Background: an optimization exercise with open tools, aiming at small area and a short achievable clock period. Do not read the settings as production practice. Function was checked by simulation only, so behaviour that the tests miss may differ from the original. Power figures rest on the tool's default switching activity, not on a simulated workload.

===== flow/design.v =====
module lcm_32(
    input wire [32-1:0] ina, inb,
    input wire clk,
    input wire rst_n,
    output wire [64-1:0] result,
    output reg ready_n);
    reg        gcd_ph, div_ph, mul_ph;    
    reg [31:0] u, v, w;
    reg [5:0]  cnt;
    reg        rst_q;
    reg         add_q, sub_q;
    wire [31:0] y   = ({32{add_q}} & v) | ({32{sub_q}} & {~v[31:1], 1'b1});
    wire [32:0] a   = {1'b0, u} + {1'b0, y};
    wire [31:0] ash = {a[32] & mul_ph, a[31:1]};
    assign result = {u, w};
    wire u0_nx  = !rst_q ? ina[0] :
                  gcd_ph ? ((u == 32'd0) ? ina[0] : (!u[0] || (v[0] && a[32])) ? a[1] : 1'b1) :
                  (div_ph || mul_ph) ? a[1] : u[0];
    wire w0_nx  = (div_ph || mul_ph) ? w[1] : w[0];
    wire mul_nx = rst_q && ((div_ph && cnt == 6'd1) || (mul_ph && cnt != 6'd1));
    always @(posedge clk) begin
        add_q <= mul_nx & w0_nx;
        sub_q <= ~mul_nx & u0_nx;
    end
    always @(posedge clk) begin
        rst_q <= rst_n;
        if (!rst_n || !rst_q)
            ready_n <= 1'b1;
        else if (mul_ph && cnt == 6'd1)
            ready_n <= 1'b0;
    end
    always @(posedge clk) begin
        if (!rst_q) begin
            gcd_ph  <= 1'b1;
            div_ph  <= 1'b0;
            mul_ph  <= 1'b0;
            u       <= ina;
            v       <= inb;
            cnt     <= 6'd0;
        end else if (gcd_ph) begin
            if (u == 32'd0) begin
                u      <= ina;
                cnt[5] <= 1'b1;
                gcd_ph <= 1'b0;
                div_ph <= 1'b1;
            end else if (!u[0]) begin
                u <= ash;
                if (!v[0]) begin
                    v   <= v >> 1;
                    cnt <= cnt + 6'd1;
                end
            end else if (!v[0]) begin
                v <= v >> 1;
            end else if (a[32]) begin  
                u <= ash;
            end else begin
                u <= v;
                v <= u;
            end
        end else if (div_ph) begin
            u   <= ash;
            w   <= {u[0], w[31:1]};
            cnt <= cnt - 6'd1;
            if (cnt == 6'd1) begin
                v      <= inb;
                cnt    <= 6'd32;
                div_ph <= 1'b0;
                mul_ph <= 1'b1;
            end
        end else if (mul_ph) begin
            u   <= ash;
            w   <= {a[0], w[31:1]};
            cnt <= cnt - 6'd1;
            if (cnt == 6'd1) mul_ph <= 1'b0;
        end
    end
endmodule

===== flow/flow/run.sh =====
#!/bin/bash
# The standard layout (standard.sh: the standard flow's synthesis and the ORFS steps, with
# the design's constraints unchanged), with two settings changed:
#  - ORFS's timing repair is asked to leave a setup margin, so that it also
#    works the paths that already meet the design's clock period;
#  - the buffer put on every input and output port is buf_1.
# standard.sh's full output goes to standard_flow.log.
set -euo pipefail
MARGIN=${MARGIN:-6.7}
bash standard.sh \
    SETUP_SLACK_MARGIN=$MARGIN \
    TNS_END_PERCENT=100 \
    "BUFFER_PORTS_ARGS=-buffer_cell sky130_fd_sc_hd__buf_1" \
    finish > standard_flow.log 2>&1

===== flow/standard.sh =====
#!/bin/bash
# synth_recipe.tcl (not shown) runs the flow's synth.tcl, then flattens the netlist and writes it again
# the make line also repeats each setting of config.mk as NAME=value (left out here)
make -C /OpenROAD-flow-scripts/flow DESIGN_CONFIG=/design/flow/config.mk WORK_HOME=/design/flow/orfs CLKGATE_MAP_FILE= SYNTH_SCRIPT=/design/flow/synth_recipe.tcl "${@:-finish}"

===== flow/config.mk =====
export PLATFORM = sky130hd
export DESIGN_NAME = lcm_32
export DESIGN_NICKNAME = lcm_32
export VERILOG_FILES = /design/flow/design.v
export SDC_FILE = /design/flow/constraint.sdc
export NUM_CORES = 4
export LEC_CHECK = 0
export CAP_MARGIN = 20
export CORE_MARGIN = 2
export CORE_UTILIZATION = 40
export SLEW_MARGIN = 20

===== flow/constraint.sdc =====
create_clock -name core_clock -period 10.0 [get_ports {clk}]
set_input_delay 2.0000 -clock core_clock [delete_from_list [all_inputs] [get_ports {clk}]]
set_output_delay 2.0000 -clock core_clock [all_outputs]
set_load 0.01 [all_outputs]

==> results.sh, run 1 <==
export IMPL_outcome="finished clean"
export IMPL_setup_worst_path_end_class="register"
export IMPL_vias_per_cell=5.79
export IMPL_drc_errors=0
export IMPL_hold_viol=0
export IMPL_criticalPathCategory="reg2reg"
export IMPL_synth_top_cell_by_area="edfxtp_1"
export IMPL_cts_tree="done"
export IMPL_fin_skew_ps=9.28
export IMPL_period_needed_ps=3350
export IMPL_async_reset_ff_share_pct=0
export IMPL_syn_avg_cell_area_sq_um=10.0
export IMPL_cts_sinks=109
export IMPL_reg2reg_slack_ps=6650
export IMPL_r2r_cells=15
export IMPL_drv_cap=0
export IMPL_drive_gt1_share_pct=17.3
export IMPL_vias=6157
export IMPL_syn_cell_area_sq_mm=0.00696
export IMPL_syn_to_final_growth_pct=24.3
export IMPL_cts_buffers=9
export IMPL_tightest_slew_ps=936
export IMPL_clkLatencyLatePin_ps=360
export IMPL_antenna_cells=0
export IMPL_powerDensity_mw_per_mm2=337
export IMPL_rsz0062_at_grt="true"
export IMPL_synth_seq_cells=109
export IMPL_fin_nets=936
export IMPL_drtPass1Iterations=5
export IMPL_path_cells="buf_6, mux2_2, ha_2, a21oi_2, o21ai_2, a221o_1, a311oi_2, a21oi_2, buf_4, buf_6, nor2b_4, nand2_2, a31oi_4, buf_6, clkbuf_16"
export IMPL_worstPathMaxFanout=16
export IMPL_placed_area_sq_mm=0.00763
export IMPL_clock_path_buffers=2
export IMPL_clockRootBuffer="clkbuf_16"
export IMPL_crit_top_cell="buf_6"
export IMPL_path_clk_slew_ps=80
export IMPL_yosysSeqAreaShare_pct=45.2
export IMPL_first_iter_violations=571
export IMPL_reg2reg_to="v[31]$_DFFE_PP_"
export IMPL_reg2reg_from="add_q$_DFF_P_"
export IMPL_wirelength_mm=21.0
export IMPL_drv_slew=0
export IMPL_hold_start="w[16]$_DFFE_PP_"
export IMPL_core_rowCount=48
export IMPL_grt_overflow=0
export IMPL_synth_top_area_share_pct=41.4
export IMPL_yosys_most_used_dff="edfxtp_1"
export IMPL_final_cell_area_sq_mm=0.00864
export IMPL_die_w_um=136
export IMPL_avgRoutedWirePerCell_um=19.7
export IMPL_gp_congestion=0.889
export IMPL_max_stage_delay_ps=390
export IMPL_synth_nets=796
export IMPL_worstHoldEndpoint="w[15]$_DFFE_PP_"
export IMPL_grt_pass1_vias=5641
export IMPL_hold_class="reg2reg"
export IMPL_ant_nets=0
export IMPL_crit_required_ps=10090
export IMPL_dieArea_sq_mm=0.0185
export IMPL_yosys_warnings=1
export IMPL_post_route_period_util_pct=33.5
export IMPL_core_area_sq_mm=0.0172
export IMPL_worstPathArrival_ps=3440
export IMPL_hpwl_mm=13.7
export IMPL_critPathLaunchType="register"
export IMPL_grt_max_degree=47
export IMPL_synth_common_cells="edfxtp_1, a21oi_1, nor2_1"
export IMPL_grt_pass1_wl_mm=30.9
export IMPL_post_synth_top_count_cell="edfxtp_1"
export IMPL_grtUsageTotal_pct=21.7
export IMPL_syn_instance_count=694
export IMPL_power_leakage_nw=3.10
export IMPL_ios=131
export IMPL_hold_path_depth=0
export IMPL_finalSetupViolations=0
export IMPL_antenna_found_initial=0
export IMPL_numPortBuffers=130
export IMPL_start_util_pct=40.5
export IMPL_synth_cell_types=63
export IMPL_synth_area_leaders="edfxtp_1, ha_1, a22oi_1"
export IMPL_final_setup_tns_ps=0
export IMPL_ir_worst_vdd_mv=0.139
export IMPL_slew_headroom_pct=37.5
export IMPL_htree_levels=3
export IMPL_die_h_um=136
export IMPL_cp_slowest_cell="dfxtp_4"
export IMPL_max_freq_mhz=299
export IMPL_synth_edff_count=96
-- sequential cells by signal, summed over array words and instances (netlist names) --
register	count
sub_q	1
cnt	6
u	32
rst_q	1
gcd_ph	1
mul_ph	1
add_q	1
v	32
ready_n	1
w	32
div_ph	1
-- kinds of logic after synthesis --
group,Yosys count,synth area share [%]
simple gates,169,11.5
flops,109,45.2
buf+inv,54,3.26
compound gates,262,24.2
xor+xnor,30,3.78
fa+ha+maj,36,6.58
mux,34,5.47
-- metal layers --
layer / up-vias / GRT usage (%) / part of all wire, %
met5: - / 0 / 0
met4: 0 / 6.13 / 1.7
met3: 22 / 3.99 / 5.4
met2: 196 / 33.1 / 46
met1: 2991 / 31.6 / 47
li1: 2948 / - / -
-- through the flow --
stage / power [W] / setup WS, ps / cells / hold WS [ps] / util [%]
6_report: 0.00291 / 6650 / 1064 / 451 / 50.3
5_1_grt: 0.00310 / 6570 / 1064 / 455 / 50.3
4_1_cts: 0.00264 / 6660 / 1041 / 449 / 47.2
3_5_place_dp: 0.00219 / 5620 / 1016 / 433 / 44.4
3_3_place_gp: 0.00219 / 5810 / 1016 / 427 / 44.4
2_1_floorplan: 0.00183 / 6700 / 694 / 453 / -
-- power breakdown --
part	internal [W]	switching, W
logic	0.000772	0.000916
clock network	0.000224	0.000178
registers	0.000660	0.000164
-- cell usage in the layout (no fill, tap or decap), types with 11 or more instances in the layout --
master / instances
buf_1: 130
edfxtp_1: 96
a21oi_1: 68
nor2_1: 56
a22oi_1: 54
o21ai_0: 45
nand2_1: 42
mux2_2: 30
ha_1: 21
buf_4: 20
xnor2_1: 18
a21o_1: 15
inv_1: 12
xor2_1: 12
o21ai_1: 12
clkbuf_16: 12
ha_4: 11
dfxtp_1: 11
-- layout make-up --
cell class              instances  area, sq um
clock buffers                   9          225
multi-input cells             531         3900
flip-flops and latches        109         3150
inverters                      15         56.3
fillers                      1595         8530
clock inverters                 7          105
well taps                     225          282
repair buffers                168          925
-- repair_timing --
action,CTS,global route
cloned,0,3
pin swaps,2,13
hold buffers,0,0
setup buffers,9,19
endpoints found under the setup margin,64,63
resized for setup,20,64
-- worst max-delay path, delay by kind of cell, from the launching register on --
| kind | cells | cell delay, ps |
|---|---|---|
| fa+ha+maj | 1 | 200 |
| compound gates | 6 | 1190 |
| mux | 1 | 280 |
| buf+inv | 5 | 740 |
| flops | 1 | 390 |
| simple gates | 2 | 250 |
-- how the worst max path moves through the flow --
| stage | startpoint | to | slack [ps] | cells after the start |
|---|---|---|---|---|
| after floorplan | sub_q$_DFF_P_ | v[10]$_DFFE_PP_ | 6700 | 12 |
| after global placement | sub_q$_DFF_P_ | v[30]$_DFFE_PP_ | 5810 | 11 |
| after detailed placement | sub_q$_DFF_P_ | v[16]$_DFFE_PP_ | 5620 | 11 |
| after CTS | sub_q$_DFF_P_ | v[16]$_DFFE_PP_ | 6660 | 13 |
| after global routing | add_q$_DFF_P_ | v[31]$_DFFE_PP_ | 6570 | 15 |
| final | add_q$_DFF_P_ | v[31]$_DFFE_PP_ | 6650 | 15 |
==> run 2, diff against run 1 <==
--- a/flow/flow/run.sh
+++ b/flow/flow/run.sh
@@ -8,3 +8,3 @@
 set -euo pipefail
-MARGIN=${MARGIN:-6.7}
+MARGIN=${MARGIN:-6.5}
 bash standard.sh \
==> run 2 against run 1 <==
Net effect: still clean; global-route usage fell by 0.57 points; via count fell by 3.0%; flip-flop and latch count did not move; wire length fell by 5.9%; first-iteration DRC count fell by 19%; power fell by 8.5%; synthesized area did not move; non-clock buffer count fell by 21; critical endpoint is now v[15]$_DFFE_PP_; highest routed layer unchanged.
==> results.sh, run 2 <==
export IMPL_met1_usage_pct=29.2
export IMPL_nFillCells=1705
export IMPL_die_w_um=136
export IMPL_finalNonFillerCells=1043
export IMPL_grt_pass1_wl_mm=30.4
export IMPL_hold_start="w[3]$_DFFE_PP_"
export IMPL_vias_per_cell=5.73
export IMPL_powerDensity_mw_per_mm2=326
export IMPL_grt_busiest_layer="met2"
export IMPL_path_clk_slew_ps=90
export IMPL_synth_edff_count=96
export IMPL_hpwl_mm=13.6
export IMPL_vias=5972
export IMPL_syn_avg_cell_area_sq_um=10.0
export IMPL_reg2reg_slack_ps=6670
export IMPL_antenna_found_initial=0
export IMPL_cts_buffers=9
export IMPL_drc_errors=0
export IMPL_post_synth_top_count_cell="edfxtp_1"
export IMPL_worstPathArrival_ps=3410
export IMPL_core_rowCount=48
export IMPL_grt_max_degree=67
export IMPL_worstPathMaxFanout=17
export IMPL_synth_seq_cells=109
export IMPL_drv_cap=0
export IMPL_power_leakage_nw=2.93
export IMPL_grtUsageTotal_pct=21.1
export IMPL_avgRoutedWirePerCell_um=18.9
export IMPL_grt_pass1_vias=5802
export IMPL_reg2reg_from="v[15]$_DFFE_PP_"
export IMPL_numPortBuffers=130
export IMPL_gp_congestion=0.906
export IMPL_hold_viol=0
export IMPL_cts_tree="done"
export IMPL_slew_headroom_pct=40.2
export IMPL_clkLatencyLatePin_ps=370
export IMPL_clockRootBuffer="clkbuf_16"
export IMPL_fin_skew_ps=10.1
export IMPL_place_inst=1017
export IMPL_yosys_most_used_dff="edfxtp_1"
export IMPL_setup_worst_path_end_class="register"
export IMPL_syn_cell_area_sq_mm=0.00696
export IMPL_crit_required_ps=10080
export IMPL_yosysSeqAreaShare_pct=45.2
export IMPL_drtPass1Iterations=5
export IMPL_syn_to_final_growth_pct=17.6
export IMPL_synth_cell_types=63
export IMPL_tightest_slew_ps=896
export IMPL_layout_commonest_cell="buf_1"
export IMPL_synth_top_area_share_pct=41.4
export IMPL_finalSetupViolations=0
export IMPL_final_setup_tns_ps=0
export IMPL_first_iter_violations=461
export IMPL_outcome="finished clean"
export IMPL_cts_sinks=109
export IMPL_dieArea_sq_mm=0.0185
export IMPL_met2_usage_pct=34.1
export IMPL_fin_nets=915
export IMPL_drv_slew=0
export IMPL_criticalPathCategory="reg2reg"
export IMPL_synth_area_leaders="edfxtp_1, ha_1, a22oi_1"
export IMPL_ir_worst_vdd_mv=0.136
export IMPL_synth_nets=796
export IMPL_ant_nets=0
export IMPL_grt_overflow=0
export IMPL_worstHoldEndpoint="w[2]$_DFFE_PP_"
export IMPL_drive_gt1_share_pct=11.9
export IMPL_r2r_cells=11
export IMPL_synth_common_cells="edfxtp_1, a21oi_1, nor2_1"
export IMPL_syn_instance_count=694
export IMPL_hold_class="reg2reg"
export IMPL_antenna_cells=0
export IMPL_async_reset_ff_share_pct=0
export IMPL_period_needed_ps=3330
export IMPL_rsz0062_at_grt="false"
export IMPL_reg2reg_to="v[15]$_DFFE_PP_"
export IMPL_wirelength_mm=19.7
export IMPL_htree_levels=3
export IMPL_post_route_period_util_pct=33.3
export IMPL_critPathLaunchType="register"
export IMPL_die_h_um=136
export IMPL_core_area_sq_mm=0.0172
export IMPL_most_common_layout_cells="buf_1, edfxtp_1, a21oi_1, nor2_1, a22oi_1"
export IMPL_synth_top_cell_by_area="edfxtp_1"
export IMPL_max_freq_mhz=300
export IMPL_start_util_pct=40.5
export IMPL_ios=131
export IMPL_clock_path_buffers=2
export IMPL_grt_use_met3_pct=4.06
export IMPL_hold_path_depth=0
export IMPL_yosys_warnings=1
export IMPL_reg_largest_list="u x32, v x32, w x32"
[run 2: cell counts after synthesis]
No cell type changed its count.
[run 2: routing by layer]
layer	wire, um	share of wire (%)	vias up
met1	9170	46	2855
met4	239	1.2	0
li1	-	-	2908
met3	1260	6.4	20
met5	0	0	-
met2	9060	46	189
[run 2: what timing repair did]
action                                  CTS  global route
endpoints found under the setup margin   64            56
gates resized for setup                   8            15
pin swaps                                 1             5
hold buffers                              0             0
hold endpoints to repair                  0             0
buffers inserted                          7             3
[run 2: worst max-delay path, stage by stage (launching register included)]
cell      delay [ps]
edfxtp_1         400
mux2_2           350
ha_1             360
a21oi_1          220
o21ai_1          120
a221o_1          320
a311oi_2         360
a21oi_4          140
nor2b_4          190
nand2_1          110
a31oi_4          260
buf_16           200
[run 2: worst max path at each step]
stage | slack (ps) | startpoint | cells past startpoint | end
floorplan | 6540 | sub_q$_DFF_P_ | 12 | v[10]$_DFFE_PP_
global route | 6490 | v[15]$_DFFE_PP_ | 11 | v[15]$_DFFE_PP_
CTS | 6500 | sub_q$_DFF_P_ | 13 | u[12]$_DFFE_PP_
finish | 6670 | v[15]$_DFFE_PP_ | 11 | v[15]$_DFFE_PP_
global placement | 5570 | sub_q$_DFF_P_ | 10 | v[17]$_DFFE_PP_
detailed placement | 5620 | sub_q$_DFF_P_ | 11 | v[16]$_DFFE_PP_
[run 2: layout make-up]
| class | instances | area, sq um | share of cell area (%) |
|---|---|---|---|
| clock buffers | 9 | 225 | 2.75 |
| clock inverters | 7 | 101 | 1.24 |
| inverters | 15 | 56.3 | 0.689 |
| multi-input cells | 531 | 3690 | 45.1 |
| flip-flops and latches | 109 | 3150 | 38.5 |
| well taps | 225 | 282 | 3.44 |
| repair buffers | 147 | 676 | 8.26 |
[run 2: through the flow]
| stage | power (W) | setup slack, ps | hold slack, ps | instance area [sq um] | utilization [%] |
|---|---|---|---|---|---|
| after floorplan | 0.00183 | 6540 | 453 | 6970 | - |
| after global placement | 0.00219 | 5570 | 431 | 7620 | 44.4 |
| after detailed placement | 0.00219 | 5620 | 434 | 7660 | 44.6 |
| after CTS | 0.00262 | 6500 | 458 | 8090 | 47.1 |
| after global routing | 0.00285 | 6490 | 466 | 8180 | 47.6 |
| final | 0.00267 | 6670 | 454 | 8180 | 47.6 |
[run 2: cells by family (layout without fill, tap and decap cells)]
| group | count (synthesis) | after routing | share of synthesized area (%) |
|---|---|---|---|
| AO/OA/AOI/OAI | 262 | 262 | 24.2 |
| AND/OR/NAND/NOR | 169 | 169 | 11.5 |
| flip-flops | 109 | 109 | 45.2 |
| buffers and inverters | 54 | 178 | 3.26 |
| adder cells (fa/ha/maj) | 36 | 36 | 6.58 |
| multiplexers | 34 | 34 | 5.47 |
| XOR/XNOR | 30 | 30 | 3.78 |
[run 2: where the power goes]
| group | switching [W] | total, W | internal (W) | leakage, nW |
|---|---|---|---|---|
| sequential | 0.000147 | 0.000806 | 0.000659 | 1.07 |
| clock | 0.000205 | 0.000390 | 0.000185 | 0.157 |
| combinational | 0.000855 | 0.00147 | 0.000615 | 1.70 |
| total | 0.00121 | 0.00267 | 0.00146 | 2.93 |
==> run 3, diff against run 2 <==
--- a/flow/flow/run.sh
+++ b/flow/flow/run.sh
@@ -8,3 +8,3 @@
 set -euo pipefail
-MARGIN=${MARGIN:-6.5}
+MARGIN=${MARGIN:-6.6}
 bash standard.sh \
==> run 3 against run 2 <==
Net effect: flip-flop and latch count is the same; still clean on timing, DRC and antenna; clock skew grew 1.8 ps; critical endpoint is now u[28]$_DFFE_PP_; global-route usage down 0.14 points; worst hold slack gained 1.0 ps; first-iteration DRC count down 11%; highest routed layer unchanged; synthesized area unchanged.
==> results.sh, run 3 <==
export IMPL_async_reset_ff_share_pct=0
export IMPL_ant_nets=0
export IMPL_power_switching_w=0.00119
export IMPL_grt_overflow=0
export IMPL_start_util_pct=40.5
export IMPL_p_int_w=0.00148
export IMPL_most_common_layout_cells="buf_1, edfxtp_1, a21oi_1, a22oi_1, nor2_1"
export IMPL_worstPathMaxFanout=16
export IMPL_final_setup_tns_ps=0
export IMPL_slew_headroom_pct=42.4
export IMPL_setup_worst_path_start="add_q$_DFF_P_"
export IMPL_synth_nets=796
export IMPL_period_needed_ps=3260
export IMPL_outcome="finished clean"
export IMPL_criticalPathCategory="reg2reg"
export IMPL_first_iter_violations=411
export IMPL_vias_per_cell=5.70
export IMPL_antenna_cells=0
export IMPL_grtUsageTotal_pct=21.0
export IMPL_syn_cell_area_sq_mm=0.00696
export IMPL_drc_errors=0
export IMPL_critPathLaunchType="register"
export IMPL_htree_levels=3
export IMPL_fin_nets=917
export IMPL_grt_max_degree=67
export IMPL_reg_largest_list="u x32, v x32, w x32"
export IMPL_post_synth_top_count_cell="edfxtp_1"
export IMPL_crit_end="u[28]$_DFFE_PP_"
export IMPL_synth_area_leaders="edfxtp_1, ha_1, a22oi_1"
export IMPL_cts_sinks=109
export IMPL_clkLatencyLatePin_ps=370
export IMPL_hold_class="reg2reg"
export IMPL_total_power_w=0.00267
export IMPL_drv_cap=0
export IMPL_clkPwrFrac_pct=14.4
export IMPL_clockRootBuffer="clkbuf_16"
export IMPL_seq_power_share_pct=30.3
export IMPL_setup_worst_path_end_class="register"
export IMPL_hold_viol=0
export IMPL_syn_avg_cell_area_sq_um=10.0
export IMPL_yosysSeqAreaShare_pct=45.2
export IMPL_die_w_um=136
export IMPL_rsz0062_at_grt="true"
export IMPL_ir_worst_vdd_mv=0.138
export IMPL_ios=131
export IMPL_gp_congestion=0.878
export IMPL_reg2reg_to="u[28]$_DFFE_PP_"
export IMPL_synth_top_area_share_pct=41.4
export IMPL_hpwl_mm=13.2
export IMPL_layout_commonest_cell="buf_1"
export IMPL_path_clk_slew_ps=90
export IMPL_synth_edff_count=96
export IMPL_max_freq_mhz=307
export IMPL_synth_cell_types=63
export IMPL_syn_instance_count=694
export IMPL_synth_top_cell_by_area="edfxtp_1"
export IMPL_r2r_cells=12
export IMPL_die_h_um=136
export IMPL_numPortBuffers=130
export IMPL_grt_pass1_wl_mm=30.5
export IMPL_drv_slew=0
export IMPL_grt_pass1_vias=5730
export IMPL_worstPathArrival_ps=3390
export IMPL_antenna_found_initial=0
export IMPL_cts_tree="done"
export IMPL_powerDensity_mw_per_mm2=324
export IMPL_avgRoutedWirePerCell_um=18.4
export IMPL_yosys_most_used_dff="edfxtp_1"
export IMPL_reg2reg_from="add_q$_DFF_P_"
export IMPL_switching_share_pct=44.6
export IMPL_cts_buffers=9
export IMPL_synth_common_cells="edfxtp_1, a21oi_1, nor2_1"
export IMPL_synth_seq_cells=109
export IMPL_fin_skew_ps=11.9
export IMPL_power_leakage_nw=2.95
export IMPL_drtPass1Iterations=4
export IMPL_tightest_slew_ps=863
export IMPL_vias=5961
export IMPL_drive_gt1_share_pct=12.9
export IMPL_crit_required_ps=10130
export IMPL_clock_path_buffers=2
export IMPL_syn_to_final_growth_pct=18.3
export IMPL_p_comb_share_pct=55.3
export IMPL_post_route_period_util_pct=32.6
export IMPL_yosys_warnings=1
export IMPL_core_rowCount=48
export IMPL_finalSetupViolations=0
export IMPL_dieArea_sq_mm=0.0185
export IMPL_reg2reg_slack_ps=6740
export IMPL_core_area_sq_mm=0.0172
export IMPL_wirelength_mm=19.2
==> run 3: cell counts after synthesis <==
Identical to the previous run, type by type.
==> run 3: worst min-delay path by stage <==
stage                         from                  end  depth (start not counted)
6_report            w[6]$_DFFE_PP_       w[5]$_DFFE_PP_                          0
5_1_grt             w[6]$_DFFE_PP_       w[5]$_DFFE_PP_                          0
4_1_cts             w[5]$_DFFE_PP_       w[4]$_DFFE_PP_                          0
3_5_place_dp        w[5]$_DFFE_PP_       w[4]$_DFFE_PP_                          0
3_3_place_gp       w[26]$_DFFE_PP_      w[25]$_DFFE_PP_                          0
2_1_floorplan  cnt[4]$_SDFFE_PN0P_  cnt[4]$_SDFFE_PN0P_                          1
==> run 3: metal layers <==
metal / GRT usage, % / up-vias / share of wire (%)
met2: 34.0 / 176 / 45
met1: 29.6 / 2857 / 48
li1: - / 2914 / -
met4: 4.40 / 0 / 0.88
met3: 3.69 / 14 / 5.9
met5: 0 / - / 0
==> run 3: cell type report <==
| cell class | instances | area [sq um] |
|---|---|---|
| sequential | 109 | 3150 |
| inverter | 15 | 56.3 |
| timing repair buffer | 149 | 694 |
| multi-input combinational | 531 | 3710 |
| fill | 1717 | 8950 |
| clock inverter | 7 | 106 |
| clock buffer | 9 | 225 |
| tap | 225 | 282 |
==> run 3: stage by stage <==
stage	setup slack (ps)	std cells	area [sq um]	utilization [%]	hold WS [ps]
after floorplan	6610	694	6970	-	453
after global placement	5660	1015	7620	44.4	432
after detailed placement	5620	1016	7650	44.6	434
after CTS	6630	1041	8090	47.1	455
after global routing	6590	1045	8230	47.9	461
final	6740	1045	8230	47.9	455
==> run 3: logic make-up after synthesis <==
kind of cell / Yosys count / share of synthesized area [%]
adders and majority gates: 36 / 6.58
xor gates and xnor gates: 30 / 3.78
muxes: 34 / 5.47
buffers and inverters: 54 / 3.26
DFF: 109 / 45.2
AOI/OAI and AO/OA: 262 / 24.2
and+or+nand+nor: 169 / 11.5
==> run 3: worst max-delay path, cell delays in order (launching register included) <==
cell	delay, ps
dfxtp_4	390
buf_6	160
mux2_2	270
ha_2	410
nand2_1	130
nor4_1	280
o211ai_1	130
buf_4	170
o221a_2	260
a211oi_4	340
a221oi_1	160
xor2_1	210
o21ai_1	80
==> run 3: timing repair <==
item	4_1_cts	5_1_grt
resized for setup	10	20
hold buffers	0	0
setup endpoints to repair	64	61
pin swaps	1	7
setup buffers	9	3
==> run 3: power groups by stage <==
stage	Clock, W	Combinational (W)	Sequential [W]
after floorplan	0	0.00104	0.000790
after global routing	0.000409	0.00164	0.000825
final	0.000385	0.00147	0.000807
after detailed placement	0	0.00136	0.000831
after CTS	0.000391	0.00142	0.000806
after global placement	0	0.00135	0.000834
==> run 4, diff against run 3 <==
--- a/flow/config.mk
+++ b/flow/config.mk
@@ -10,2 +10,3 @@
 export CORE_UTILIZATION = 40
+export PLACE_DENSITY = 0.75
 export SLEW_MARGIN = 20
==> run 4 against run 3 <==
Net effect: global-route usage up 0.48 points; synthesized area unchanged; clock power down 2%; critical path depth up 1; register-to-register slack worse by 100 ps; via count up 5.3%; clock skew up 0.50 ps; worst setup slack worse by 100 ps; count of clock-buffer cells in the layout up 1; flip-flop and latch count unchanged; critical path type unchanged; largest cell class unchanged.
==> results.sh, run 4 <==
export IMPL_vias_per_cell=5.96
export IMPL_cp_slowest_cell="dfxtp_4"
export IMPL_fin_skew_ps=12.4
export IMPL_hpwl_mm=13.5
export IMPL_drv_cap=0
export IMPL_path_clk_slew_ps=80
export IMPL_synth_top_area_share_pct=41.4
export IMPL_worstPathArrival_ps=3480
export IMPL_drive_gt1_share_pct=14.4
export IMPL_rsz0062_at_grt="true"
export IMPL_grt_busiest_layer="met2"
export IMPL_core_rowCount=48
export IMPL_clockRootBuffer="clkbuf_16"
export IMPL_multiInputGateArea_sq_mm=0.00382
export IMPL_crit_required_ps=10120
export IMPL_cts_tree="done"
export IMPL_hold_start="w[2]$_DFFE_PP_"
export IMPL_grt_pass1_vias=5833
export IMPL_reg2reg_to="u[12]$_DFFE_PP_"
export IMPL_antenna_found_initial=1
export IMPL_max_freq_mhz=298
export IMPL_syn_to_final_growth_pct=20.7
export IMPL_criticalPathCategory="reg2reg"
export IMPL_die_h_um=136
export IMPL_yosys_most_used_dff="edfxtp_1"
export IMPL_drv_slew=0
export IMPL_cts_sinks=109
export IMPL_ios=131
export IMPL_die_w_um=136
export IMPL_synth_common_cells="edfxtp_1, a21oi_1, nor2_1"
export IMPL_clock_path_buffers=2
export IMPL_max_stage_delay_ps=410
export IMPL_seqCellArea_sq_mm=0.00315
export IMPL_placed_area_sq_mm=0.00762
export IMPL_dieArea_sq_mm=0.0185
export IMPL_fin_util_pct=48.9
export IMPL_yosys_warnings=1
export IMPL_most_common_layout_cells="buf_1, edfxtp_1, a21oi_1, a22oi_1, nor2_1"
export IMPL_antenna_cells=0
export IMPL_syn_avg_cell_area_sq_um=10.0
export IMPL_fin_ws_ps=6640
export IMPL_synth_seq_cells=109
export IMPL_yosysSeqAreaShare_pct=45.2
export IMPL_drtPass1Iterations=5
export IMPL_final_setup_tns_ps=0
export IMPL_start_util_pct=40.5
export IMPL_layout_commonest_cell="buf_1"
export IMPL_met1_usage_pct=29.8
export IMPL_worstPathMaxFanout=15
export IMPL_synth_area_leaders="edfxtp_1, ha_1, a22oi_1"
export IMPL_critPathLaunchType="register"
export IMPL_tightest_slew_ps=880
export IMPL_clkLatencyLatePin_ps=360
export IMPL_crit_top_cell="a21o_1"
export IMPL_drc_errors=0
export IMPL_hold_class="reg2reg"
export IMPL_ant_nets=0
export IMPL_numPortBuffers=130
export IMPL_syn_cell_area_sq_mm=0.00696
export IMPL_reg2reg_slack_ps=6640
export IMPL_grt_pass1_wl_mm=30.9
export IMPL_first_iter_violations=745
export IMPL_setup_worst_path_end_class="register"
export IMPL_grtUsageTotal_pct=21.5
export IMPL_reg2reg_from="add_q$_DFF_P_"
export IMPL_ir_worst_vdd_mv=0.128
export IMPL_nFillCells=1597
export IMPL_core_area_sq_mm=0.0172
export IMPL_power_leakage_nw=2.99
export IMPL_period_needed_ps=3360
export IMPL_post_synth_top_count_cell="edfxtp_1"
export IMPL_reg_largest_list="u x32, v x32, w x32"
export IMPL_finalSetupViolations=0
export IMPL_synth_top_cell_by_area="edfxtp_1"
export IMPL_powerDensity_mw_per_mm2=332
export IMPL_hold_buffers=0
export IMPL_grt_overflow=0
export IMPL_cts_buffers=9
export IMPL_async_reset_ff_share_pct=0
export IMPL_avgRoutedWirePerCell_um=19.6
export IMPL_synth_nets=796
export IMPL_post_route_period_util_pct=33.6
export IMPL_htree_levels=3
export IMPL_met2_usage_pct=34.0
export IMPL_wirelength_mm=20.6
export IMPL_fin_nets=925
export IMPL_worstHoldEndpoint="w[1]$_DFFE_PP_"
export IMPL_synth_cell_types=63
export IMPL_grt_use_met3_pct=2.80
export IMPL_grt_max_degree=68
export IMPL_outcome="finished clean"
export IMPL_vias=6276
export IMPL_final_cell_area_sq_mm=0.00840
export IMPL_r2r_cells=13
export IMPL_dp_worst_setup_slack_ps=5580
export IMPL_path_cells="a21o_1, ha_2, inv_1, fa_2, nand2b_1, a21o_1, a211oi_2, o2111ai_2, a21oi_2, and4b_4, buf_8, a22o_1, a21o_1"
export IMPL_gp_congestion=0.943
export IMPL_hold_path_depth=0
export IMPL_syn_instance_count=694
export IMPL_synth_edff_count=96
export IMPL_hold_viol=0
export IMPL_slew_headroom_pct=41.3
run 4: cell counts after synthesis:
Identical to the previous run, type by type.
run 4: layer usage:
layer / vias up / share of wire, % / wire [um]
met5: - / 0.068 / 14
met4: 2 / 2.7 / 562
met3: 40 / 7.0 / 1450
met2: 287 / 46 / 9490
met1: 3016 / 44 / 9090
li1: 2931 / - / -
run 4: cells by family after synthesis:
| logic type | synth area share, % |
|---|---|
| flops | 45.2 |
| compound gates | 24.2 |
| buf+inv | 3.26 |
| simple gates | 11.5 |
| fa+ha+maj | 6.58 |
| xor+xnor | 3.78 |
| mux | 5.47 |
run 4: through the flow:
step           power (W)  hold slack [ps]  std cells
2_1_floorplan    0.00183              453        694
3_3_place_gp     0.00215              428       1014
3_5_place_dp     0.00218              436       1014
4_1_cts          0.00259              453       1041
5_1_grt          0.00297              472       1053
6_report         0.00279              452       1053
run 4: worst max-delay path by stage:
stage | from | end | depth (start not counted)
2_1_floorplan | sub_q$_DFF_P_ | v[10]$_DFFE_PP_ | 12
3_3_place_gp | sub_q$_DFF_P_ | v[16]$_DFFE_PP_ | 10
3_5_place_dp | sub_q$_DFF_P_ | v[15]$_DFFE_PP_ | 10
4_1_cts | v[13]$_DFFE_PP_ | v[17]$_DFFE_PP_ | 12
5_1_grt | add_q$_DFF_P_ | u[12]$_DFFE_PP_ | 13
6_report | add_q$_DFF_P_ | u[12]$_DFFE_PP_ | 13
run 4: worst max-delay path: cells and delay by family (launching register included):
kind / cells / cell delay (ps)
compound gates: 7 / 1440
flops: 1 / 410
simple gates: 2 / 450
fa+ha+maj: 2 / 560
buf+inv: 2 / 240
run 4: what timing repair did:
| item | CTS | global route |
|---|---|---|
| setup buffers | 10 | 9 |
| pin swaps | 3 | 7 |
| gates cloned | 1 | 1 |
| gates resized for setup | 8 | 44 |
| endpoints found under the setup margin | 64 | 63 |
run 4: final cells by class:
class	count	area share, %
Multi-Input combinational cell	532	45.5
Sequential cell	109	37.5
Timing Repair Buffer	156	9.27
Tap cell	225	3.35
Clock buffer	10	2.85
Clock inverter	6	0.805
Inverter	15	0.670
run 4: report_power, final:
| part | leakage, nW | switching (W) | total [W] | internal, W |
|---|---|---|---|---|
| Combinational | 1.77 | 0.000892 | 0.00159 | 0.000699 |
| Clock | 0.148 | 0.000173 | 0.000376 | 0.000203 |
| Sequential | 1.07 | 0.000163 | 0.000823 | 0.000660 |
==> run 5, diff against run 4 <==
--- a/flow/config.mk
+++ b/flow/config.mk
@@ -9,4 +9,3 @@
 export CORE_MARGIN = 2
-export CORE_UTILIZATION = 40
-export PLACE_DENSITY = 0.75
+export CORE_UTILIZATION = 50
 export SLEW_MARGIN = 20
==> run 5 against run 4 <==
Net effect: count of clock-buffer cells in the layout up 1; non-clock buffer count up 2; clock power down 6.9%; critical path depth down 2; via count down 1.7%; fmax down 0.51%; critical endpoint is now u[8]$_DFFE_PP_; highest routed layer is now met4; sequential share of layout area up 0.82 points; worst setup slack worse by 17 ps; worst hold slack worse by 0.66 ps; register-to-register slack worse by 20 ps; synthesized area unchanged.
==> results.sh, run 5 <==
export IMPL_outcome="finished clean"
export IMPL_final_setup_tns_ps=0
export IMPL_yosysSeqAreaShare_pct=45.2
export IMPL_drv_slew=0
export IMPL_max_stage_delay_ps=380
export IMPL_synth_edff_count=96
export IMPL_grt_max_degree=43
export IMPL_syn_to_final_growth_pct=18.2
export IMPL_cp_top_family="compound AO/OA/AOI/OAI gates"
export IMPL_vias_per_cell=6.11
export IMPL_yosys_warnings=1
export IMPL_hold_buffers=0
export IMPL_slew_headroom_pct=39.9
export IMPL_final_cell_area_sq_mm=0.00822
export IMPL_synth_top_cell_by_area="edfxtp_1"
export IMPL_period_needed_ps=3380
export IMPL_path_clk_slew_ps=80
export IMPL_clockRootBuffer="clkbuf_16"
export IMPL_die_h_um=122
export IMPL_nFillCells=1237
export IMPL_cts_tree="done"
export IMPL_hold_viol=0
export IMPL_r2r_cells=11
export IMPL_crit_end="u[8]$_DFFE_PP_"
export IMPL_post_route_period_util_pct=33.8
export IMPL_path_cells="clkbuf_4, mux2_2, ha_1, a21oi_1, o21ai_0, a221o_1, a21oi_2, nand3_1, o21a_1, nand2_8, o21ai_0"
export IMPL_worstPathMaxFanout=23
export IMPL_cts_buffers=9
export IMPL_cp_depth=11
export IMPL_syn_instance_count=694
export IMPL_drv_cap=0
export IMPL_power_leakage_nw=2.97
export IMPL_reg2reg_from="add_q$_DFF_P_"
export IMPL_rsz0062_at_grt="true"
export IMPL_synth_common_cells="edfxtp_1, a21oi_1, nor2_1"
export IMPL_grt_overflow=0
export IMPL_worstPathArrival_ps=3480
export IMPL_gp_congestion=0.974
export IMPL_vias=6170
export IMPL_grt_pass1_wl_mm=30.7
export IMPL_synth_cell_types=63
export IMPL_synth_compound_area_share_pct=24.2
export IMPL_reg_largest_list="u x32, v x32, w x32"
export IMPL_crit_top_cell="o21ai_0"
export IMPL_synth_simple_area_share_pct=11.5
export IMPL_criticalPathCategory="reg2reg"
export IMPL_cp_slowest_cell="dfxtp_4"
export IMPL_avgRoutedWirePerCell_um=20.3
export IMPL_reg2reg_slack_ps=6620
export IMPL_grtUsageTotal_pct=26.7
export IMPL_layout_commonest_cell="buf_1"
export IMPL_hpwl_mm=13.8
export IMPL_dieArea_sq_mm=0.0149
export IMPL_powerDensity_mw_per_mm2=326
export IMPL_clock_path_buffers=2
export IMPL_placed_area_sq_mm=0.00762
export IMPL_ir_worst_vdd_mv=0.177
export IMPL_crit_required_ps=10100
export IMPL_cts_sinks=109
export IMPL_first_iter_violations=535
export IMPL_yosys_most_used_dff="edfxtp_1"
export IMPL_fin_skew_ps=15.1
export IMPL_reg2reg_to="u[8]$_DFFE_PP_"
export IMPL_grt_pass1_vias=5821
export IMPL_clkLatencyLatePin_ps=370
export IMPL_die_w_um=122
export IMPL_drc_errors=0
export IMPL_tightest_slew_ps=900
export IMPL_most_common_layout_cells="buf_1, edfxtp_1, a21oi_1, nor2_1, a22oi_1"
export IMPL_numPortBuffers=130
export IMPL_core_area_sq_mm=0.0137
export IMPL_setup_worst_path_start="add_q$_DFF_P_"
export IMPL_antenna_cells=0
export IMPL_critPathBufInv=1
export IMPL_wirelength_mm=20.5
export IMPL_antenna_found_initial=0
export IMPL_post_synth_top_count_cell="edfxtp_1"
export IMPL_synth_nets=796
export IMPL_async_reset_ff_share_pct=0
export IMPL_setup_worst_path_end_class="register"
export IMPL_critPathLaunchType="register"
export IMPL_syn_cell_area_sq_mm=0.00696
export IMPL_ant_nets=0
export IMPL_core_rowCount=43
export IMPL_drive_gt1_share_pct=14.0
export IMPL_synth_area_leaders="edfxtp_1, ha_1, a22oi_1"
export IMPL_fin_nets=926
export IMPL_max_freq_mhz=296
export IMPL_start_util_pct=50.7
export IMPL_finalSetupViolations=0
export IMPL_synthXorXnorAreaFrac_pct=3.78
export IMPL_syn_avg_cell_area_sq_um=10.0
export IMPL_synthMuxAreaShare_pct=5.47
export IMPL_ios=131
export IMPL_synth_seq_cells=109
export IMPL_total_power_w=0.00268
export IMPL_synth_top_area_share_pct=41.4
export IMPL_synth_adder_area_share_pct=6.58
export IMPL_drtPass1Iterations=7
export IMPL_synth_top_family_by_area="compound AO/OA/AOI/OAI gates"
export IMPL_hold_class="reg2reg"
export IMPL_htree_levels=3
run 5: cell counts after synthesis:
No cell type changed its count.
run 5: stage by stage:
step | hold WS [ps] | cells | setup WS [ps] | util (%)
floorplan | 453 | 694 | 6610 | -
detailed placement | 433 | 972 | 5690 | 55.6
finish | 452 | 1009 | 6620 | 59.9
global placement | 431 | 970 | 5690 | 55.2
CTS | 454 | 998 | 6570 | 58.4
global route | 470 | 1009 | 6500 | 59.9
run 5: how the worst min path moves through the flow:
stage,startpoint,endpoint,slack [ps],depth (start not counted)
final,w[17]$_DFFE_PP_,w[16]$_DFFE_PP_,450,0
after global routing,w[13]$_DFFE_PP_,w[12]$_DFFE_PP_,470,0
after CTS,w[17]$_DFFE_PP_,w[16]$_DFFE_PP_,450,0
after detailed placement,w[17]$_DFFE_PP_,w[16]$_DFFE_PP_,430,0
after global placement,w[18]$_DFFE_PP_,w[17]$_DFFE_PP_,430,0
after floorplan,cnt[4]$_SDFFE_PN0P_,cnt[4]$_SDFFE_PN0P_,450,1
run 5: power breakdown:
| group | switching (W) | internal [W] |
|---|---|---|
| sequential | 0.000151 | 0.000660 |
| combinational | 0.000864 | 0.000651 |
| clock | 0.000177 | 0.000173 |
run 5: kinds of logic (layout without fill, tap and decap cells):
family / count (synthesis) / after routing
AND/OR/NAND/NOR: 169 / 169
adder cells (fa/ha/maj): 36 / 36
XOR/XNOR: 30 / 30
AO/OA/AOI/OAI: 262 / 262
flip-flops: 109 / 109
buffers and inverters: 54 / 189
multiplexers: 34 / 34
run 5: area by class of cell:
class / instances / area (sq um) / area share (%)
multi-input combinational: 531 / 3710 / 45.1
sequential: 109 / 3150 / 38.3
timing repair buffer: 158 / 805 / 9.79
clock buffer: 11 / 233 / 2.83
tap: 180 / 225 / 2.74
inverter: 15 / 56.3 / 0.685
clock inverter: 5 / 42.5 / 0.518
run 5: repair_timing:
action / 4_1_cts / 5_1_grt
buffers inserted: 10 / 9
endpoints found under the setup margin: 64 / 62
pin swaps: 2 / 7
gates resized for setup: 10 / 23
gates cloned: 0 / 2
run 5: layer usage:
layer	up-vias	wire (um)	global-route usage, %
li1	2926	-	-
met1	3013	9160	37.6
met2	207	9870	42.0
met3	24	1130	5.38
met4	0	299	7.61
met5	-	0	0
==> run 6, diff against run 5 <==
--- a/flow/config.mk
+++ b/flow/config.mk
@@ -9,3 +9,3 @@
 export CORE_MARGIN = 2
-export CORE_UTILIZATION = 50
+export CORE_UTILIZATION = 45
 export SLEW_MARGIN = 20
==> run 6 against run 5 <==
Net effect: still clean on timing, DRC and antenna; count of clock-buffer cells in the layout shrank 2; clock power up 1%; register-to-register slack barely moved; critical path depth up 3; first-iteration DRC count up 3.2%; worst hold slack better by 1.7 ps; final area is 2.2% higher; combinational power grew 6%; non-clock buffer count up 4; largest power group unchanged; highest routed layer unchanged.
==> results.sh, run 6 <==
export IMPL_synth_cell_types=63
export IMPL_cts_buffers=9
export IMPL_grt_pass1_wl_mm=31.8
export IMPL_drv_slew=0
export IMPL_path_clk_slew_ps=80
export IMPL_die_w_um=128
export IMPL_critPathLaunchType="register"
export IMPL_syn_cell_area_sq_mm=0.00696
export IMPL_synth_area_leaders="edfxtp_1, ha_1, a22oi_1"
export IMPL_power_leakage_nw=3.02
export IMPL_synth_seq_cells=109
export IMPL_hold_buffers=0
export IMPL_hold_ws_ps=453
export IMPL_core_rowCount=45
export IMPL_numPortBuffers=130
export IMPL_antenna_found_initial=0
export IMPL_clock_path_buffers=2
export IMPL_rsz0062_at_grt="true"
export IMPL_worstPathArrival_ps=3450
export IMPL_cts_sinks=109
export IMPL_drtPass1Iterations=5
export IMPL_criticalPathCategory="reg2reg"
export IMPL_syn_avg_cell_area_sq_um=10.0
export IMPL_vias_per_cell=6.18
export IMPL_syn_to_final_growth_pct=20.8
export IMPL_synth_top_cell_by_area="edfxtp_1"
export IMPL_wirelength_mm=20.9
export IMPL_outcome="finished clean"
export IMPL_htree_levels=3
export IMPL_fin_skew_ps=9.78
export IMPL_yosys_warnings=1
export IMPL_layout_commonest_cell="buf_1"
export IMPL_fin_nets=930
export IMPL_cts_tree="done"
export IMPL_core_area_sq_mm=0.0151
export IMPL_nFillCells=1358
export IMPL_period_needed_ps=3370
export IMPL_start_util_pct=45.9
export IMPL_crit_required_ps=10080
export IMPL_ant_nets=0
export IMPL_synth_nets=796
export IMPL_finalSetupViolations=0
export IMPL_hold_viol=0
export IMPL_antenna_cells=0
export IMPL_setup_worst_path_end_class="register"
export IMPL_syn_instance_count=694
export IMPL_vias=6309
export IMPL_post_route_period_util_pct=33.7
export IMPL_synth_edff_count=96
export IMPL_die_h_um=128
export IMPL_worstPathMaxFanout=16
export IMPL_drc_errors=0
export IMPL_dp_worst_setup_slack_ps=5700
export IMPL_powerDensity_mw_per_mm2=330
export IMPL_ios=131
export IMPL_clkLatencyLatePin_ps=370
export IMPL_grt_overflow=0
export IMPL_hold_class="reg2reg"
export IMPL_yosys_most_used_dff="edfxtp_1"
export IMPL_synth_common_cells="edfxtp_1, a21oi_1, nor2_1"
export IMPL_avgRoutedWirePerCell_um=20.5
export IMPL_synth_top_area_share_pct=41.4
export IMPL_yosysSeqAreaShare_pct=45.2
export IMPL_final_setup_tns_ps=0
export IMPL_grtUsageTotal_pct=24.4
export IMPL_grt_max_degree=67
export IMPL_drive_gt1_share_pct=14.6
export IMPL_most_common_layout_cells="buf_1, edfxtp_1, a21oi_1, a22oi_1, nor2_1"
export IMPL_reg_largest_list="u x32, v x32, w x32"
export IMPL_hpwl_mm=13.8
export IMPL_dieArea_sq_mm=0.0165
export IMPL_total_power_w=0.00277
export IMPL_grt_pass1_vias=5950
export IMPL_async_reset_ff_share_pct=0
export IMPL_post_synth_top_count_cell="edfxtp_1"
export IMPL_fin_ws_ps=6630
export IMPL_max_freq_mhz=297
export IMPL_clockRootBuffer="clkbuf_16"
export IMPL_slew_headroom_pct=38.0
export IMPL_gp_congestion=0.898
export IMPL_first_iter_violations=552
export IMPL_drv_cap=0
export IMPL_ir_worst_vdd_mv=0.156
export IMPL_tightest_slew_ps=928
run 6: cell counts after synthesis:
Identical to the previous run, type by type.
run 6: what timing repair did:
action	in CTS	in global routing
pin swaps	2	4
setup endpoints to repair	64	62
setup buffers	10	13
cloned	0	2
resized for setup	9	33
run 6: final timing paths:
path	start	slack, ps	to	cells after the start
worst min register to register	w[5]$_DFFE_PP_	450	w[4]$_DFFE_PP_	0
worst max-delay path	sub_q$_DFF_P_	6630	v[2]$_DFFE_PP_	14
worst min-delay path	w[5]$_DFFE_PP_	450	w[4]$_DFFE_PP_	0
worst max register to register	sub_q$_DFF_P_	6630	v[2]$_DFFE_PP_	14
run 6: logic make-up after synthesis:
logic type / count (synthesis) / synth area share, %
compound gates: 262 / 24.2
xor+xnor: 30 / 3.78
fa+ha+maj: 36 / 6.58
mux: 34 / 5.47
buf+inv: 54 / 3.26
simple gates: 169 / 11.5
flops: 109 / 45.2
run 6: power by group:
group	internal [W]	total (W)	switching, W
Sequential	0.000660	0.000821	0.000161
Combinational	0.000707	0.00160	0.000890
Clock	0.000173	0.000354	0.000181
run 6: worst max-delay path, stage by stage (launching register included):
cell       delay, ps
dfxtp_4          390
buf_6            170
mux2_2           270
ha_1             360
o21a_1           210
o211ai_1         270
a211oi_2         100
o2111ai_2        280
a21oi_4          120
buf_12           150
nor2b_4          140
nand2_1          130
a31oi_4          180
buf_12           160
clkbuf_16        160
run 6: through the flow:
step | std cells | instance area, sq um | util (%)
global route | 1021 | 8400 | 55.5
detailed placement | 980 | 7630 | 50.4
global placement | 978 | 7580 | 50.0
finish | 1021 | 8400 | 55.5
CTS | 1006 | 8040 | 53.1
floorplan | 694 | 6970 | -
run 6: final cells by class:
cell class                 count  area, sq um  area share [%]
clock buffer                   9          225            2.68
timing repair buffer         162          862            10.3
multi-input combinational    531         3810            45.4
sequential                   109         3150            37.5
tap                          188          235            2.80
clock inverter                 7         57.6           0.685
inverter                      15         56.3           0.670
run 6: metal layers:
layer	track usage [%]	share of wire [%]	up-vias
li1	-	-	2931
met1	35.1	46	3056
met2	37.8	46	270
met3	4.38	6.2	52
met4	7.50	2.3	0
met5	0	0	-
==> run 7, diff against run 6 <==
--- a/flow/flow/run.sh
+++ b/flow/flow/run.sh
@@ -11,3 +11,3 @@
     SETUP_SLACK_MARGIN=$MARGIN \
-    TNS_END_PERCENT=100 \
+    TNS_END_PERCENT=30 \
     "BUFFER_PORTS_ARGS=-buffer_cell sky130_fd_sc_hd__buf_1" \
--- a/flow/config.mk
+++ b/flow/config.mk
@@ -9,3 +9,3 @@
 export CORE_MARGIN = 2
-export CORE_UTILIZATION = 45
+export CORE_UTILIZATION = 40
 export SLEW_MARGIN = 20
==> run 7 against run 6 <==
Net effect: synthesized area is the same; global-route usage is 3.5 points lower; synthesized cell count did not move; wire length shrank 8.3%; combinational power fell by 8%; clock power increased by 8.8%; worst setup slack better by 110 ps; count of clock-buffer cells in the layout unchanged; critical endpoint is now u[28]$_DFFE_PP_; largest cell class unchanged; largest power group unchanged.
==> results.sh, run 7 <==
export IMPL_outcome="finished clean"
export IMPL_cts_buffers=9
export IMPL_synth_edff_count=96
export IMPL_most_common_layout_cells="buf_1, edfxtp_1, a21oi_1, a22oi_1, nor2_1"
export IMPL_synth_nets=796
export IMPL_syn_to_final_growth_pct=18.3
export IMPL_total_power_w=0.00267
export IMPL_post_synth_top_count_cell="edfxtp_1"
export IMPL_period_needed_ps=3260
export IMPL_final_setup_tns_ps=0
export IMPL_yosys_warnings=1
export IMPL_slew_headroom_pct=42.4
export IMPL_power_leakage_nw=2.95
export IMPL_grt_pass1_vias=5730
export IMPL_ant_nets=0
export IMPL_numPortBuffers=130
export IMPL_die_h_um=136
export IMPL_reg_largest_list="u x32, v x32, w x32"
export IMPL_core_rowCount=48
export IMPL_antenna_cells=0
export IMPL_synth_top_area_share_pct=41.4
export IMPL_core_area_sq_mm=0.0172
export IMPL_syn_avg_cell_area_sq_um=10.0
export IMPL_final_cell_area_sq_mm=0.00823
export IMPL_fin_skew_ps=11.9
export IMPL_crit_required_ps=10130
export IMPL_drv_cap=0
export IMPL_synth_cell_types=63
export IMPL_setup_worst_path_end_class="register"
export IMPL_clock_path_buffers=2
export IMPL_syn_instance_count=694
export IMPL_synth_common_cells="edfxtp_1, a21oi_1, nor2_1"
export IMPL_vias_per_cell=5.70
export IMPL_htree_levels=3
export IMPL_grt_busiest_layer="met2"
export IMPL_clockRootBuffer="clkbuf_16"
export IMPL_cts_tree="done"
export IMPL_ios=131
export IMPL_gp_congestion=0.878
export IMPL_drtPass1Iterations=4
export IMPL_grtUsageTotal_pct=21.0
export IMPL_hold_class="reg2reg"
export IMPL_finalSetupViolations=0
export IMPL_antenna_found_initial=0
export IMPL_cts_sinks=109
export IMPL_layout_commonest_cell="buf_1"
export IMPL_drv_slew=0
export IMPL_tightest_slew_ps=863
export IMPL_hold_ws_ps=455
export IMPL_first_iter_violations=411
export IMPL_ir_worst_vdd_mv=0.138
export IMPL_grt_use_met3_pct=3.69
export IMPL_path_clk_slew_ps=90
export IMPL_synth_top_cell_by_area="edfxtp_1"
export IMPL_drc_errors=0
export IMPL_drive_gt1_share_pct=12.9
export IMPL_hold_buffers=0
export IMPL_syn_cell_area_sq_mm=0.00696
export IMPL_grt_pass1_wl_mm=30.5
export IMPL_start_util_pct=40.5
export IMPL_grt_overflow=0
export IMPL_die_w_um=136
export IMPL_async_reset_ff_share_pct=0
export IMPL_yosys_most_used_dff="edfxtp_1"
export IMPL_synth_area_leaders="edfxtp_1, ha_1, a22oi_1"
export IMPL_fin_util_pct=47.9
export IMPL_criticalPathCategory="reg2reg"
export IMPL_post_route_period_util_pct=32.6
export IMPL_clkLatencyLatePin_ps=370
export IMPL_worstPathMaxFanout=16
export IMPL_hold_viol=0
export IMPL_worstPathArrival_ps=3390
export IMPL_fin_nets=917
export IMPL_hpwl_mm=13.2
export IMPL_rsz0062_at_grt="true"
export IMPL_met1_usage_pct=29.6
export IMPL_yosysSeqAreaShare_pct=45.2
export IMPL_max_freq_mhz=307
export IMPL_critPathLaunchType="register"
export IMPL_dieArea_sq_mm=0.0185
export IMPL_synth_seq_cells=109
export IMPL_avgRoutedWirePerCell_um=18.4
export IMPL_grt_max_degree=67
export IMPL_powerDensity_mw_per_mm2=324
export IMPL_placed_area_sq_mm=0.00765
export IMPL_vias=5961
export IMPL_wirelength_mm=19.2
export IMPL_nFillCells=1717
export IMPL_met2_usage_pct=34.0
## run 7: cell counts after synthesis
Identical to the previous run, type by type.
## run 7: metrics by stage
| step | cells | worst slack [ps] |
|---|---|---|
| after CTS | 1041 | 6630 |
| after floorplan | 694 | 6610 |
| after global placement | 1015 | 5660 |
| after global routing | 1045 | 6590 |
| after detailed placement | 1016 | 5620 |
| final | 1045 | 6740 |
## run 7: path summary, 6_finish.rpt
| kind | start | slack, ps | cells past startpoint | to |
|---|---|---|---|---|
| worst max-delay path | add_q$_DFF_P_ | 6740 | 12 | u[28]$_DFFE_PP_ |
| worst min-delay path | w[6]$_DFFE_PP_ | 450 | 0 | w[5]$_DFFE_PP_ |
| worst max register to register | add_q$_DFF_P_ | 6740 | 12 | u[28]$_DFFE_PP_ |
| worst min register to register | w[6]$_DFFE_PP_ | 450 | 0 | w[5]$_DFFE_PP_ |
## run 7: timing repair
action                                  CTS  global route
gates resized for setup                  10            20
buffers inserted                          9             3
endpoints found under the setup margin   64            61
pin swaps                                 1             7
## run 7: worst max-delay path: stages (launching register included)
cell and delay [ps]:
dfxtp_4 390, buf_6 160, mux2_2 270, ha_2 410
nand2_1 130, nor4_1 280, o211ai_1 130, buf_4 170
o221a_2 260, a211oi_4 340, a221oi_1 160, xor2_1 210
o21ai_1 80
## run 7: area by class of cell
class	count	area [sq um]	area share (%)
timing repair buffer	149	694	8.44
clock inverter	7	106	1.29
multi-input combinational	531	3710	45.1
sequential	109	3150	38.3
clock buffer	9	225	2.74
tap	225	282	3.42
inverter	15	56.3	0.684
## run 7: report_power, final
group | switching [W] | total (W) | internal [W]
clock network | 0.000201 | 0.000385 | 0.000184
registers | 0.000148 | 0.000807 | 0.000659
logic | 0.000841 | 0.00147 | 0.000632
## run 7: cell families after synthesis
family / Yosys count / share of synthesized area (%)
AOI/OAI and AO/OA: 262 / 24.2
and+or+nand+nor: 169 / 11.5
DFF: 109 / 45.2
xor gates and xnor gates: 30 / 3.78
buffers and inverters: 54 / 3.26
muxes: 34 / 5.47
adders and majority gates: 36 / 6.58
## run 7: metal layers
layer	share of wire, %	wire (um)	up-vias
li1	-	-	2914
met1	48	9160	2857
met2	45	8720	176
met3	5.9	1130	14
met4	0.88	168	0
met5	0	0	-
==> run 8, diff against run 7 <==
--- a/flow/flow/run.sh
+++ b/flow/flow/run.sh
@@ -11,3 +11,3 @@
     SETUP_SLACK_MARGIN=$MARGIN \
-    TNS_END_PERCENT=30 \
+    TNS_END_PERCENT=60 \
     "BUFFER_PORTS_ARGS=-buffer_cell sky130_fd_sc_hd__buf_1" \
==> run 8 against run 7 <==
Net effect: non-clock buffer count did not move; still clean; largest power group unchanged; final area did not move; worst setup slack did not move; combinational power barely moved; highest routed layer unchanged.
==> results.sh, run 8 <==
export IMPL_slew_headroom_pct=42.4
export IMPL_worstPathArrival_ps=3390
export IMPL_vias_per_cell=5.70
export IMPL_worstPathMaxFanout=16
export IMPL_hpwl_mm=13.2
export IMPL_powerDensity_mw_per_mm2=324
export IMPL_synth_common_cells="edfxtp_1, a21oi_1, nor2_1"
export IMPL_critPathLaunchType="register"
export IMPL_first_iter_violations=411
export IMPL_antenna_found_initial=0
export IMPL_clockRootBuffer="clkbuf_16"
export IMPL_ios=131
export IMPL_die_w_um=136
export IMPL_synth_area_leaders="edfxtp_1, ha_1, a22oi_1"
export IMPL_power_leakage_nw=2.95
export IMPL_cts_buffers=9
export IMPL_synth_seq_cells=109
export IMPL_hold_viol=0
export IMPL_syn_instance_count=694
export IMPL_syn_avg_cell_area_sq_um=10.0
export IMPL_finalSetupViolations=0
export IMPL_core_rowCount=48
export IMPL_ant_nets=0
export IMPL_final_setup_tns_ps=0
export IMPL_drive_gt1_share_pct=12.9
export IMPL_gp_congestion=0.878
export IMPL_synth_cell_types=63
export IMPL_fin_nets=917
export IMPL_post_synth_top_count_cell="edfxtp_1"
export IMPL_syn_to_final_growth_pct=18.3
export IMPL_drv_cap=0
export IMPL_ir_worst_vdd_mv=0.138
export IMPL_clock_path_buffers=2
export IMPL_cts_sinks=109
export IMPL_drtPass1Iterations=4
export IMPL_criticalPathCategory="reg2reg"
export IMPL_max_freq_mhz=307
export IMPL_yosysSeqAreaShare_pct=45.2
export IMPL_reg_largest_list="u x32, v x32, w x32"
export IMPL_wirelength_mm=19.2
export IMPL_grt_max_degree=67
export IMPL_post_route_period_util_pct=32.6
export IMPL_yosys_most_used_dff="edfxtp_1"
export IMPL_crit_required_ps=10130
export IMPL_syn_cell_area_sq_mm=0.00696
export IMPL_finalNonFillerCells=1045
export IMPL_hold_buffers=0
export IMPL_tightest_slew_ps=863
export IMPL_layout_commonest_cell="buf_1"
export IMPL_drc_errors=0
export IMPL_antenna_cells=0
export IMPL_numPortBuffers=130
export IMPL_vias=5961
export IMPL_clkLatencyLatePin_ps=370
export IMPL_synth_edff_count=96
export IMPL_place_inst=1016
export IMPL_dieArea_sq_mm=0.0185
export IMPL_yosys_warnings=1
export IMPL_rsz0062_at_grt="true"
export IMPL_cts_tree="done"
export IMPL_hold_class="reg2reg"
export IMPL_grtUsageTotal_pct=21.0
export IMPL_core_area_sq_mm=0.0172
export IMPL_fin_skew_ps=11.9
export IMPL_avgRoutedWirePerCell_um=18.4
export IMPL_htree_levels=3
export IMPL_nFillCells=1717
export IMPL_synth_nets=796
export IMPL_start_util_pct=40.5
export IMPL_grt_pass1_wl_mm=30.5
export IMPL_path_clk_slew_ps=90
export IMPL_outcome="finished clean"
export IMPL_most_common_layout_cells="buf_1, edfxtp_1, a21oi_1, a22oi_1, nor2_1"
export IMPL_grt_overflow=0
export IMPL_synth_top_area_share_pct=41.4
export IMPL_period_needed_ps=3260
export IMPL_setup_worst_path_end_class="register"
export IMPL_synth_top_cell_by_area="edfxtp_1"
export IMPL_grt_pass1_vias=5730
export IMPL_die_h_um=136
export IMPL_drv_slew=0
export IMPL_async_reset_ff_share_pct=0
## run 8: cell counts after synthesis
No cell type changed its count.
## run 8: timing repair
| action | in CTS | in global routing |
|---|---|---|
| cloned | 0 | 0 |
| pin swaps | 1 | 7 |
| setup buffers | 9 | 3 |
| setup endpoints to repair | 64 | 61 |
| resized for setup | 10 | 20 |
## run 8: worst max-delay path, cell delays in order, from the launching register on
cell	delay (ps)
dfxtp_4	390
buf_6	160
mux2_2	270
ha_2	410
nand2_1	130
nor4_1	280
o211ai_1	130
buf_4	170
o221a_2	260
a211oi_4	340
a221oi_1	160
xor2_1	210
o21ai_1	80
## run 8: final timing paths
path / startpoint / to / slack, ps / cells after the start
worst min-delay path: w[6]$_DFFE_PP_ / w[5]$_DFFE_PP_ / 450 / 0
worst max register to register: add_q$_DFF_P_ / u[28]$_DFFE_PP_ / 6740 / 12
worst min register to register: w[6]$_DFFE_PP_ / w[5]$_DFFE_PP_ / 450 / 0
worst max-delay path: add_q$_DFF_P_ / u[28]$_DFFE_PP_ / 6740 / 12
## run 8: metal layers
layer | routed length [um] | global-route usage, % | part of all wire, % | vias to the layer above
met5 | 0 | 0 | 0 | -
met4 | 168 | 4.40 | 0.88 | 0
met3 | 1130 | 3.69 | 5.9 | 14
met2 | 8720 | 34.0 | 45 | 176
met1 | 9160 | 29.6 | 48 | 2857
li1 | - | - | - | 2914
## run 8: cell type report
type	instances	area, sq um	share of cell area (%)
Clock buffer	9	225	2.74
Clock inverter	7	106	1.29
Inverter	15	56.3	0.684
Multi-Input combinational cell	531	3710	45.1
Sequential cell	109	3150	38.3
Tap cell	225	282	3.42
Timing Repair Buffer	149	694	8.44
## run 8: cells by family after synthesis
family                     count (synthesis)  synth area share, %
AOI/OAI and AO/OA                        262                 24.2
xor gates and xnor gates                  30                 3.78
adders and majority gates                 36                 6.58
buffers and inverters                     54                 3.26
DFF                                      109                 45.2
muxes                                     34                 5.47
and+or+nand+nor                          169                 11.5
## run 8: per-stage QoR
step / hold slack [ps] / worst slack, ps / total power, W / util [%] / instance area [sq um]
2_1_floorplan: 453 / 6610 / 0.00183 / - / 6970
3_3_place_gp: 432 / 5660 / 0.00218 / 44.4 / 7620
3_5_place_dp: 434 / 5620 / 0.00219 / 44.6 / 7650
4_1_cts: 455 / 6630 / 0.00261 / 47.1 / 8090
5_1_grt: 461 / 6590 / 0.00288 / 47.9 / 8230
6_report: 455 / 6740 / 0.00267 / 47.9 / 8230
## run 8: power breakdown
part | switching [W] | total (W) | internal [W]
Sequential | 0.000148 | 0.000807 | 0.000659
Clock | 0.000201 | 0.000385 | 0.000184
Combinational | 0.000841 | 0.00147 | 0.000632
Total | 0.00119 | 0.00267 | 0.00148
==> run 9, diff against run 8 <==
--- a/flow/flow/run.sh
+++ b/flow/flow/run.sh
@@ -11,3 +11,3 @@
     SETUP_SLACK_MARGIN=$MARGIN \
-    TNS_END_PERCENT=60 \
+    TNS_END_PERCENT=100 \
     "BUFFER_PORTS_ARGS=-buffer_cell sky130_fd_sc_hd__buf_1" \
--- a/flow/config.mk
+++ b/flow/config.mk
@@ -10,2 +10,3 @@
 export CORE_UTILIZATION = 40
+export CTS_CLUSTER_SIZE = 30
 export SLEW_MARGIN = 20
==> run 9 against run 8 <==
Net effect: clock skew is the same; utilization is the same; sequential share of layout area is the same; largest cell class unchanged; non-clock buffer count is the same.
==> results.sh, run 9 <==
export IMPL_outcome="finished clean"
export IMPL_fin_nets=917
export IMPL_vias_per_cell=5.70
export IMPL_slew_headroom_pct=42.4
export IMPL_synth_edff_count=96
export IMPL_wirelength_mm=19.2
export IMPL_synth_top_area_share_pct=41.4
export IMPL_final_setup_tns_ps=0
export IMPL_first_iter_violations=411
export IMPL_syn_to_final_growth_pct=18.3
export IMPL_cp_slowest_cell="ha_2"
export IMPL_cp_depth=12
export IMPL_dieArea_sq_mm=0.0185
export IMPL_path_clk_slew_ps=90
export IMPL_drv_slew=0
export IMPL_die_h_um=136
export IMPL_grt_max_degree=67
export IMPL_criticalPathCategory="reg2reg"
export IMPL_ir_worst_vdd_mv=0.138
export IMPL_hold_viol=0
export IMPL_drv_cap=0
export IMPL_cts_tree="done"
export IMPL_antenna_found_initial=0
export IMPL_path_cells="buf_6, mux2_2, ha_2, nand2_1, nor4_1, o211ai_1, buf_4, o221a_2, a211oi_4, a221oi_1, xor2_1, o21ai_1"
export IMPL_die_w_um=136
export IMPL_core_rowCount=48
export IMPL_grtUsageTotal_pct=21.0
export IMPL_most_common_layout_cells="buf_1, edfxtp_1, a21oi_1, a22oi_1, nor2_1"
export IMPL_numPortBuffers=130
export IMPL_critPathBufInv=2
export IMPL_ios=131
export IMPL_clkLatencyLatePin_ps=370
export IMPL_finalSetupViolations=0
export IMPL_fin_skew_ps=11.9
export IMPL_power_leakage_nw=2.95
export IMPL_drc_errors=0
export IMPL_cp_top_family="compound AO/OA/AOI/OAI gates"
export IMPL_setup_worst_path_end_class="register"
export IMPL_vias=5961
export IMPL_worstPathMaxFanout=16
export IMPL_seqCellArea_sq_mm=0.00315
export IMPL_post_route_period_util_pct=32.6
export IMPL_clockRootBuffer="clkbuf_16"
export IMPL_core_area_sq_mm=0.0172
export IMPL_reg_largest_list="u x32, v x32, w x32"
export IMPL_post_synth_top_count_cell="edfxtp_1"
export IMPL_worstPathArrival_ps=3390
export IMPL_rsz0062_at_grt="true"
export IMPL_synth_area_leaders="edfxtp_1, ha_1, a22oi_1"
==> run 9: cell counts after synthesis <==
Identical to the previous run, type by type.
==> run 9: cells by family (layout without fill, tap and decap cells) <==
family / Yosys count / in the layout / synth area share [%]
compound gates: 262 / 262 / 24.2
xor+xnor: 30 / 30 / 3.78
fa+ha+maj: 36 / 36 / 6.58
buf+inv: 54 / 180 / 3.26
flops: 109 / 109 / 45.2
mux: 34 / 34 / 5.47
simple gates: 169 / 169 / 11.5
==> run 9: path summary, 6_finish.rpt <==
check | slack [ps] | end | from
setup / recovery | 6740 | u[28]$_DFFE_PP_ | add_q$_DFF_P_
hold / removal | 450 | w[5]$_DFFE_PP_ | w[6]$_DFFE_PP_
setup reg to reg | 6740 | u[28]$_DFFE_PP_ | add_q$_DFF_P_
hold reg to reg | 450 | w[5]$_DFFE_PP_ | w[6]$_DFFE_PP_
==> run 9: cell type report <==
cell class,instances,area share [%]
Clock buffer,9,2.74
Clock inverter,7,1.29
Inverter,15,0.684
Multi-Input combinational cell,531,45.1
Sequential cell,109,38.3
Tap cell,225,3.42
Timing Repair Buffer,149,8.44
==> run 9: worst reg2reg max path, cell delays in order, from the launching register on <==
cell,delay (ps)
dfxtp_4,390
buf_6,170
mux2_2,280
ha_2,410
nand2_1,140
nor4_1,280
o211ai_1,130
buf_4,170
o221a_2,260
a211oi_4,340
a221oi_1,160
xor2_1,210
o21ai_1,80
==> run 9: metal layers <==
metal / track usage (%) / vias to the layer above / wire, um
li1: - / 2914 / -
met1: 29.6 / 2857 / 9160
met2: 34.0 / 176 / 8720
met3: 3.69 / 14 / 1130
met4: 4.40 / 0 / 168
met5: 0 / - / 0
==> run 9: where the power goes <==
group          switching (W)  internal (W)
clock               0.000201      0.000184
combinational       0.000841      0.000632
sequential          0.000148      0.000659
total                0.00119       0.00148
==> run 9: repair_timing <==
action,in CTS,in global routing
hold buffers,0,0
setup buffers,9,3
gates resized for setup,10,20
setup endpoints to repair,64,61
pin swaps,1,7
==> run 9: metrics by stage <==
step / util, % / cell area (sq um) / power (W) / worst slack, ps / instances
detailed placement: 44.6 / 7650 / 0.00219 / 5620 / 1016
CTS: 47.1 / 8090 / 0.00261 / 6630 / 1041
global route: 47.9 / 8230 / 0.00288 / 6590 / 1045
global placement: 44.4 / 7620 / 0.00218 / 5660 / 1015
finish: 47.9 / 8230 / 0.00267 / 6740 / 1045
floorplan: - / 6970 / 0.00183 / 6610 / 694

Check on run 9: ideal ports give 6.741 ns setup slack; a clkbuf_16 on the clock port and buf_2 on the inputs give 6.741 ns; moving port delays by the midpoint clock arrival (0.405 ns) as well gives 6.741 ns.
